This is an optimization exercise on Yosys and OpenROAD, whose aim is small area, not a production implementation. Only simulation tests tie the RTL to the original design; equivalence was not proved. The clock port is modelled as an ideal driver, which makes a skipped or thinned clock tree look cheaper than it is; a real chip needs a root buffer or a tree. No activity file was given, so power comes from the tool's default toggle rates.

==> module FP_MUL, before the edit <==
module FP_MUL(CLK, RESET, ENABLE, DATA_IN, DATA_OUT, READY);
input        CLK;
input        RESET;
input        ENABLE;
input  [7:0] DATA_IN;
output [7:0] DATA_OUT;
output       READY;
reg  [5:0]  cnt;
reg  [63:0] A_reg;
reg  [39:0] B_reg;
reg         bp;           
reg  [52:20] Xt;          
reg  [19:0] Xl;           
reg         p105;
reg  [2:0]  cb;           
reg         ec4;          
wire [52:0] X = {Xt, Xl};
genvar k, q;
always @(posedge CLK or posedge RESET)
	if (RESET)
		cnt <= 6'd0;
	else if (cnt == 6'd57)
		cnt <= 6'd0;
	else
		cnt <= cnt + 6'd1;
wire ld_a = (cnt >= 6'd1) && (cnt <= 6'd8);
wire ld_l = (cnt == 6'd15);       
wire ld_h = (cnt == 6'd16);       
wire rnd  = (cnt == 6'd37);
reg dv;
always @(posedge CLK)
	dv <= (cnt >= 6'd9) && (cnt <= 6'd35);
wire b1  = B_reg[1];
wire b0  = B_reg[0];
wire bm  = bp;
wire one = dv & (b0 ^ bm);
wire two = dv & ((b1 & ~b0 & ~bm) | (~b1 & b0 & bm));
wire neg = dv & b1 & ~(b0 & bm);
wire [53:0] ma  = {1'b0, 1'b1, A_reg[51:0]};
wire [53:0] sel = ({54{one}} & ma) | ({54{two}} & {ma[52:0], 1'b0});
wire [54:0] pp  = {neg, sel ^ {54{neg}}};
localparam NC = 3;
localparam [8*NC-1:0] CUT = {8'd40, 8'd26, 8'd12};
wire [54:0] xs = {X[52], X[52], X[52:0]};
function is_cut_bit;    
	input integer k;
	integer q;
	begin
		is_cut_bit = 1'b0;
		for (q = 0; q < NC; q = q + 1)
			if (k == CUT[8*q +: 8] - 2 || k == CUT[8*q +: 8] - 1)
				is_cut_bit = 1'b1;
	end
endfunction
wire [NC:0] kx;
assign kx[0] = 1'b0;
generate
	for (q = 0; q < NC; q = q + 1) begin : g_la
		localparam integer P  = CUT[8*q +: 8] - 2;
		localparam integer HI = (q == NC - 1) ? 50 : CUT[8*(q+1) +: 8] - 3;
		assign kx[q+1] = (&X[HI:P+1]) & ((cb[q] & kx[q]) | ((cb[q] | kx[q]) & X[P]));
	end
endgenerate
wire p105n = X[51] ^ kx[NC];
wire        ex_a = ld_l | ld_h | rnd;
wire [10:0] eb   = {DATA_IN[6:0], DATA_IN[7:4]} & {11{ld_l | ld_h}};
wire [11:0] ec;
wire [10:0] es;
assign ec[0] = ld_l | p105n;
generate
	for (k = 0; k < 11; k = k + 1) begin : g_exp
		wire ci = (k == 4) ? (ld_h ? ec4 : ec[4]) : ec[k];
		assign es[k]   = A_reg[52+k] ^ eb[k] ^ ci;
		assign ec[k+1] = (A_reg[52+k] & eb[k]) | (A_reg[52+k] & ci) | (eb[k] & ci);
	end
endgenerate
always @(posedge CLK)
	ec4 <= ec[4];
always @(posedge CLK)
	if (ld_a)
		A_reg <= {DATA_IN, A_reg[63:8]};
	else if (ex_a) begin
		if (!ld_h)
			A_reg[55:52] <= es[3:0];
		if (!ld_l)
			A_reg[62:56] <= {es[10] ^ ld_h, es[9:4]};
		if (ld_h)
			A_reg[63] <= A_reg[63] ^ DATA_IN[7];
	end
wire cr  = B_reg[39] & B_reg[38] & (p105n | B_reg[37]);
wire cin = neg | (rnd & cr);
wire [55:0] c;
wire [54:0] s;
wire [NC-1:0] hc;
assign c[0] = cin;
generate
	for (k = 0; k < 55; k = k + 1) begin : g_add
		if (!is_cut_bit(k)) begin : g_fa
			assign s[k]   = xs[k] ^ pp[k] ^ c[k];
			assign c[k+1] = (xs[k] & pp[k]) | (xs[k] & c[k]) | (pp[k] & c[k]);
		end
	end
	for (q = 0; q < NC; q = q + 1) begin : g_cut
		localparam integer M = CUT[8*q +: 8];
		wire e0, k0, h0, e1, k1;
		assign e0 = xs[M-2] ^ pp[M-2] ^ cb[q];
		assign k0 = (xs[M-2] & pp[M-2]) | (xs[M-2] & cb[q]) | (pp[M-2] & cb[q]);
		assign s[M-2] = e0 ^ c[M-2];
		assign h0 = e0 & c[M-2];
		assign e1 = xs[M-1] ^ pp[M-1] ^ k0;
		assign k1 = (xs[M-1] & pp[M-1]) | (xs[M-1] & k0) | (pp[M-1] & k0);
		assign s[M-1] = e1 ^ h0;
		assign hc[q] = e1 & h0;
		assign c[M] = k1;
		assign c[M-1] = 1'b0;
	end
endgenerate
always @(posedge CLK or posedge RESET)
	if (RESET)
		cb <= {NC{1'b0}};
	else
		cb <= hc;
always @(posedge CLK or posedge RESET)
	if (RESET)
		Xt <= 33'd0;
	else
		Xt <= s[54:22];
always @(posedge CLK)
	Xl <= s[21:2];
wire [1:0]  btop = (cnt == 6'd16) ? 2'b01 : s[1:0];
wire [41:0] bsh = {btop, B_reg[39:0]};
generate
	for (k = 0; k < 40; k = k + 1) begin : g_b
		localparam integer KH = k / 6;
		localparam integer KL = (k % 6 <= 1 && k >= 6) ? KH - 1 : KH;
		wire ldh = (cnt == 9 + KH);
		wire ldl = (cnt == 9 + KL);
		always @(posedge CLK)
			if (ldh)
				B_reg[k] <= DATA_IN[k - 6 * KH];
			else if (ldl)
				B_reg[k] <= DATA_IN[k - 6 * KL];
			else
				B_reg[k] <= bsh[k + 2];
	end
endgenerate
always @(posedge CLK)
	bp <= B_reg[1] & (cnt != 6'd9);
always @(posedge CLK)
	if (rnd)
		p105 <= p105n;
wire [93:0] R  = {X, B_reg, bp};
wire [10:0] E  = A_reg[62:52];
wire        sg = A_reg[63];
wire [7:0] bs;
generate
	for (k = 0; k < 8; k = k + 1) begin : g_bs
		assign bs[k] = (cnt[2:0] == ((k + 1) % 8));
	end
endgenerate
wire [8:0] w = ({9{bs[1]}} & R[61 +: 9]) | ({9{bs[2]}} & R[51 +: 9])
             | ({9{bs[3]}} & R[41 +: 9]) | ({9{bs[4]}} & R[31 +: 9])
             | ({9{bs[5]}} & R[21 +: 9]) | ({9{bs[6]}} & R[11 +: 9])
             | ({9{bs[7]}} & R[1 +: 9]);
wire [7:0] fb = p105 ? w[8:1] : w[7:0];
wire [1:0] lo = p105 ? {R[3], R[2] ^ R[1]}
                     : {R[2] ^ (R[1] & R[0]), R[1] ^ R[0]};
wire [7:0] dout = ({8{bs[0]}} & {sg, E[10:4]})
                | ({8{bs[1]}} & {E[3:0], fb[3:0]})
                | ({8{bs[2] | bs[3] | bs[4] | bs[5] | bs[6]}} & fb)
                | ({8{bs[7]}} & {fb[7:2], lo});
assign READY    = (cnt[5:3] == 3'd6 && cnt[2:0] != 3'd0) || cnt == 6'd56;
assign DATA_OUT = dout;
endmodule
export LEC_CHECK = 0
export CAP_MARGIN = 20
export CORE_MARGIN = 2
export CORE_UTILIZATION = 75
export PLACE_DENSITY = 0.9
export SLEW_MARGIN = 20
create_clock -name core_clock -period 10.0 [get_ports {CLK}]
standard.sh (not shown) runs the stock make flow with config.mk's settings and CLKGATE_MAP_FILE= SYNTH_SCRIPT=/design/flow/synth_recipe.tcl, a recipe that flattens the netlist after the stock synthesis.
==> flow/flow/run.sh <==
#!/bin/bash
# Layout flow: the standard ORFS flow (standard.sh) with
#  - synthesis by flow/synth.tcl: the standard script, no ABC pass before
#    the full adders are extracted (-noabc), final ABC mapping by
#    flow/area.abc (area-oriented);
#  - clock tree: CTS (no dummy loads, clkbuf_8), then replaced by
#    flow/clktree.tcl with a root clkbuf_2 driving 6 (more if needed for
#    the clock-pin slew) clkbuf_16, each driving one cluster of the
#    registers' clock pins;
#  - ports buffered with buf_1;
# Each tool's output is in flow.log and in ORFS's own logs under orfs/logs.
set -euo pipefail
W=$PWD
export FLOW_ABC_SCRIPT=$W/flow/area.abc
export SYNTH_ARGS=-noabc
export CTS_ARGS="-sink_clustering_enable -repair_clock_nets -dont_use_dummy_load -buf_list sky130_fd_sc_hd__clkbuf_8"
export BUFFER_PORTS_ARGS="-buffer_cell sky130_fd_sc_hd__buf_1"
export POST_CTS_TCL=$W/flow/clktree.tcl
export CLK_NB=6 CLK_BUF=sky130_fd_sc_hd__clkbuf_16 CLK_ROOT=sky130_fd_sc_hd__clkbuf_2 CLK_SLEW_PS=105
sed -e "s|SYNTH_SCRIPT=[^ ]*|SYNTH_SCRIPT=$W/flow/synth.tcl|" standard.sh > flow_standard.sh
bash flow_standard.sh > flow.log 2>&1
Other scripts of this flow, unchanged in this note and not shown: flow/flow/area.abc, flow/flow/clktree.tcl, flow/flow/synth.tcl
The first run passed the timing, DRC and antenna checks.
Then changed:
--- a/flow/design.v
+++ b/flow/design.v
@@ -14,26 +14,25 @@
 reg  [19:0] Xl;           
 reg         p105;
 reg  [2:0]  cb;           
 reg         ec4;          
 wire [52:0] X = {Xt, Xl};
 genvar k, q;
-always @(posedge CLK or posedge RESET)
+always @(posedge CLK)
 	if (RESET)
 		cnt <= 6'd0;
 	else if (cnt == 6'd57)
 		cnt <= 6'd0;
 	else
 		cnt <= cnt + 6'd1;
-wire ld_a = (cnt >= 6'd1) && (cnt <= 6'd8);
 wire ld_l = (cnt == 6'd15);       
 wire ld_h = (cnt == 6'd16);       
 wire rnd  = (cnt == 6'd37);
 reg dv;
 always @(posedge CLK)
-	dv <= (cnt >= 6'd9) && (cnt <= 6'd35);
+	dv <= !RESET && (cnt >= 6'd9) && (cnt <= 6'd35);
 wire b1  = B_reg[1];
 wire b0  = B_reg[0];
 wire bm  = bp;
 wire one = dv & (b0 ^ bm);
 wire two = dv & ((b1 & ~b0 & ~bm) | (~b1 & b0 & bm));
 wire neg = dv & b1 & ~(b0 & bm);
@@ -60,37 +59,40 @@
 		localparam integer P  = CUT[8*q +: 8] - 2;
 		localparam integer HI = (q == NC - 1) ? 50 : CUT[8*(q+1) +: 8] - 3;
 		assign kx[q+1] = (&X[HI:P+1]) & ((cb[q] & kx[q]) | ((cb[q] | kx[q]) & X[P]));
 	end
 endgenerate
 wire p105n = X[51] ^ kx[NC];
-wire        ex_a = ld_l | ld_h | rnd;
-wire [10:0] eb   = {DATA_IN[6:0], DATA_IN[7:4]} & {11{ld_l | ld_h}};
+wire        ld_f = (cnt >= 6'd1) && (cnt <= 6'd7);    
+wire        ld_s = (cnt == 6'd8);                     
+wire        ex_l = ld_f | ld_l | rnd;                 
+wire        ex_h = ld_s | ld_h | rnd;                 
+wire [10:0] ea   = A_reg[62:52] & {{7{~ld_s}}, {4{~ld_f}}};
+wire [10:0] eb   = {DATA_IN[6:0] & {7{ld_s | ld_h}}, DATA_IN[7:4] & {4{ld_f | ld_l}}};
 wire [11:0] ec;
 wire [10:0] es;
-assign ec[0] = ld_l | p105n;
+assign ec[0] = ld_l | (rnd & p105n);
 generate
 	for (k = 0; k < 11; k = k + 1) begin : g_exp
-		wire ci = (k == 4) ? (ld_h ? ec4 : ec[4]) : ec[k];
-		assign es[k]   = A_reg[52+k] ^ eb[k] ^ ci;
-		assign ec[k+1] = (A_reg[52+k] & eb[k]) | (A_reg[52+k] & ci) | (eb[k] & ci);
+		wire ci = (k == 4) ? (ld_h ? ec4 : (ec[4] & ~ld_s)) : ec[k];
+		assign es[k]   = ea[k] ^ eb[k] ^ ci;
+		assign ec[k+1] = (ea[k] & eb[k]) | (ea[k] & ci) | (eb[k] & ci);
 	end
 endgenerate
 always @(posedge CLK)
 	ec4 <= ec[4];
-always @(posedge CLK)
-	if (ld_a)
-		A_reg <= {DATA_IN, A_reg[63:8]};
-	else if (ex_a) begin
-		if (!ld_h)
-			A_reg[55:52] <= es[3:0];
-		if (!ld_l)
-			A_reg[62:56] <= {es[10] ^ ld_h, es[9:4]};
-		if (ld_h)
-			A_reg[63] <= A_reg[63] ^ DATA_IN[7];
-	end
+always @(posedge CLK) begin
+	if (ld_f)
+		A_reg[51:0] <= {DATA_IN[3:0], A_reg[55:8]};
+	if (ex_l)
+		A_reg[55:52] <= es[3:0];
+	if (ex_h)
+		A_reg[62:56] <= {es[10] ^ ld_h, es[9:4]};
+	if (ld_s | ld_h)
+		A_reg[63] <= (A_reg[63] & ld_h) ^ DATA_IN[7];
+end
 wire cr  = B_reg[39] & B_reg[38] & (p105n | B_reg[37]);
 wire cin = neg | (rnd & cr);
 wire [55:0] c;
 wire [54:0] s;
 wire [NC-1:0] hc;
 assign c[0] = cin;
Result:
- The changed run completed with no timing, DRC or antenna violations
- worst setup slack gains 270 ps
- via count shrinks by 2.4%
- wire length shrinks by 6.6%
- power grows by 10%
- maximum frequency grows by 3.0%
- clock skew grows by 10 ps
- global-route usage shrinks by 2.9 points
- register-to-register slack gains 270 ps
- final cell count grows by 0.77%
- area after synthesis shrinks by 0.93%
- die area shrinks by 0.89%
In every run of this note, the design's own scripts or RTL, not TritonCTS, make the clock network.

[what the ideal ports hide]
The flow's constraints put no driver on any port. The routed layouts listed below were extracted and timed again, unchanged, in two steps.
Step 1 (the two cells are an assumption about what drives the block):
set clk [get_ports {CLK}]
set_driving_cell -lib_cell sky130_fd_sc_hd__clkbuf_16 $clk
set_driving_cell -lib_cell sky130_fd_sc_hd__buf_2 [delete_from_list [all_inputs] $clk]
Step 2 adds t to the input delays and takes it off the output delays; t is the mean of the earliest and latest rising clock arrival at the registers after step 1. Input paths then give back, and output paths get back, about the clock's delay inside the block.
a / b / c = ideal / step 1 / step 2; a / b = the first two.
run	t, ns	setup WS [ns]	hold WS [ns]
the first run	0.774	0.976 / 0.976 / 0.976	0.450 / 0.450 / 0.450
the second run	0.816	1.242 / 1.242 / 1.242	0.451 / 0.451 / 0.451
After both steps setup and hold are still met in every run listed.
